This design comes from an exercise in tuning for small area, a short achievable clock period and few clock cycles per item on the open sky130 flow, not from production work.
In this exercise RTL edits were held to simulation tests only and were not proved equivalent to the original.

onyx:
## cnn_top
module cnn_top (
    clk,
    rst_n,
    start,
    done,
    data_bram_wen, data_bram_addr, data_bram_din,
    weight_bram_wen, weight_bram_addr, weight_bram_din,
    feature_bram_wen, feature_bram_addr, feature_bram_din,
    dense_w_bram_wen, dense_w_bram_addr, dense_w_bram_din,
    final_class_out
);
    input             clk;
    input             rst_n;
    input             start;
    output reg        done;
    input             data_bram_wen;
    input      [3:0]  data_bram_addr;
    input      [7:0]  data_bram_din;
    input             weight_bram_wen;
    input      [3:0]  weight_bram_addr;
    input      [7:0]  weight_bram_din;
    input             feature_bram_wen;
    input      [4:0]  feature_bram_addr;
    input      [23:0] feature_bram_din;
    input             dense_w_bram_wen;
    input      [4:0]  dense_w_bram_addr;
    input      [7:0]  dense_w_bram_din;
    output reg [1:0]  final_class_out;
    reg [3:0] cnt;                  
    wire busy = (cnt != 4'd0);
    always @(posedge clk or negedge rst_n) begin
        if (!rst_n) begin
            cnt  <= 4'd0;
            done <= 1'b0;
        end else begin
            if (!busy)
                cnt <= start ? 4'd1 : 4'd0;
            else
                cnt <= (cnt == 4'd10) ? 4'd0 : cnt + 4'd1;
            done <= (cnt == 4'd9);
        end
    end
    wire rot_x = busy && (cnt <= 4'd8);
    function [11:0] benc8;
        input [7:0] v;
        reg [8:0] b;
        integer j;
        begin
            b = {v, 1'b0};
            for (j = 0; j < 4; j = j + 1) begin
                benc8[3*j]   = b[2*j+1] ^ b[2*j];
                benc8[3*j+1] = (b[2*j+2] & ~b[2*j+1] & ~b[2*j]) |
                               (~b[2*j+2] & b[2*j+1] & b[2*j]);
                benc8[3*j+2] = b[2*j+2];
            end
        end
    endfunction
    reg [7:0] x [0:7];
    reg [11:0] k [0:2];             
    reg [7:0] w0 [0:5];
    reg [7:0] w1 [0:5];
    reg [7:0] w2 [0:5];
    integer i;
    always @(posedge clk) begin
        for (i = 0; i < 8; i = i + 1)
            if (data_bram_wen && data_bram_addr == i)
                x[i] <= data_bram_din;
            else if (rot_x)
  ...
Size in the first run: about 76 I/O pins, about 0.033 mm^2 of cells after synthesis.
make LEC_CHECK=0 CAP_MARGIN=20 CORE_MARGIN=2 CORE_UTILIZATION=60 CTS_BUF_LIST=sky130_fd_sc_hd__clkbuf_8 CTS_CLUSTER_DIAMETER=60 CTS_CLUSTER_SIZE=16 PLACE_DENSITY=0.75 SETUP_SLACK_MARGIN=3.0 SLEW_MARGIN=20 SYNTH_HIERARCHICAL=1 finish   # period 7.0 ns
run.sh (not shown) runs the stock make flow with config.mk's settings and CLKGATE_MAP_FILE= SYNTH_SCRIPT=/design/flow/synth_recipe.tcl, a recipe that flattens the netlist after the stock synthesis.
onyx reached the end of the flow, and the finished layout is clean on the timing, design-rule and antenna checks.
Testbench counts of onyx, summed over its fixed seeds: cycles 5,760, inferences 320.
Here is what was changed in the inputs of fjord compared with onyx.
Settings: CTS_BUF_LIST no longer set, was sky130_fd_sc_hd__clkbuf_8; CTS_CLUSTER_DIAMETER no longer set, was 60; CTS_CLUSTER_SIZE no longer set, was 16; SETUP_SLACK_MARGIN now 4.0, was 3.0.
Notes after the runs:
- Comparing fjord and onyx, multi-input gate area in the final layout is higher on fjord.
- As of fjord, total CTS buffers had risen by more than 10% compared to onyx.
- For onyx, the end point of the critical path was feat[15]$_DFF_P_, unlike fjord, where it was final_class_out[1]$_DFF_P_.
- Cmp fjord and onyx / final area / higher: fjord
- Diff onyx -> fjord: synthesis-to-finish area growth higher; final-layout clock-cell area share saw an increase; minimum hold slack neither gained nor lost much.
- Against onyx, cell count in fjord rose by a few percent.
- Comparing the two runs side by side, fjord comes out ahead of onyx on final worst slack.
Relative to fjord, the following input files were edited for violet:
Settings: CTS_CLUSTER_DIAMETER: unset -> 60; CTS_CLUSTER_SIZE: unset -> 16; SETUP_SLACK_MARGIN: 4.0 -> 3.9; CTS_BUF_LIST: unset -> sky130_fd_sc_hd__clkbuf_8.
Remaining max-slew budget at the tightest pin ends up lower on fjord.
Relative to fjord, final-layout clock buffer total has gone down in violet.
The post-synthesis sequential element count was comparable across fjord and violet.
Between fjord and violet, area growth from synthesis to layout is lower for violet, fjord comes in above that.
Multi-input logic area in violet is about 1.2% lower than in fjord
Changes in amber relative to violet:
Settings: swapping 3.9 for 3.6 in SETUP_SLACK_MARGIN.
==> run summary <==
amber did not stop at any stage, and its layout met the timing, design-rule and antenna checks. Compared with violet, in amber inserted tap cell count stayed essentially flat, met2 layer wire length in the routed design fell about 2.8%, final design instance area without fill fell by 900 um^2, delay contributed by the slowest stage of the critical path climbed 0.35 ns, final core utilization shows a reduction of 1.6 points.

==> separate check: timing with driven ports <==
Ports are ideal in the flow. The routed layouts listed here were re-timed in OpenROAD. Step 1 assumes that a clkbuf_16 drives the clock port and a buf_2 every other input. Step 2 times the ports against the registers' clock, not the clock port: input delays grow and output delays shrink by t, the midpoint of the rising clock arrivals with the driver on. Three values: ideal, step 1, step 2; two values: the first two.
| run | shift t [ns] | setup slack, ns | hold slack, ns | latest minus earliest clock arrival (ns) | worst register clock-pin slew, ns |
|---|---|---|---|---|---|
| onyx | 0.726 | 3.496 / 3.496 / 3.406 | 0.468 / 0.468 / 0.468 | 0.071 / 0.071 | 0.11 / 0.11 |
| fjord | 0.663 | 3.837 / 3.837 / 3.446 | 0.466 / 0.466 / 0.466 | 0.042 / 0.043 | 0.07 / 0.07 |
| violet | 0.724 | 3.847 / 3.847 / 3.339 | 0.474 / 0.474 / 0.474 | 0.071 / 0.071 | 0.11 / 0.11 |
| amber | 0.728 | 3.701 / 3.701 / 3.384 | 0.469 / 0.469 / 0.469 | 0.074 / 0.073 | 0.11 / 0.11 |
After both steps every run listed still meets setup and hold. For violet, which loses most, drivers alone change the setup slack by 0.000 ns; drivers and shift together by -0.508 ns.
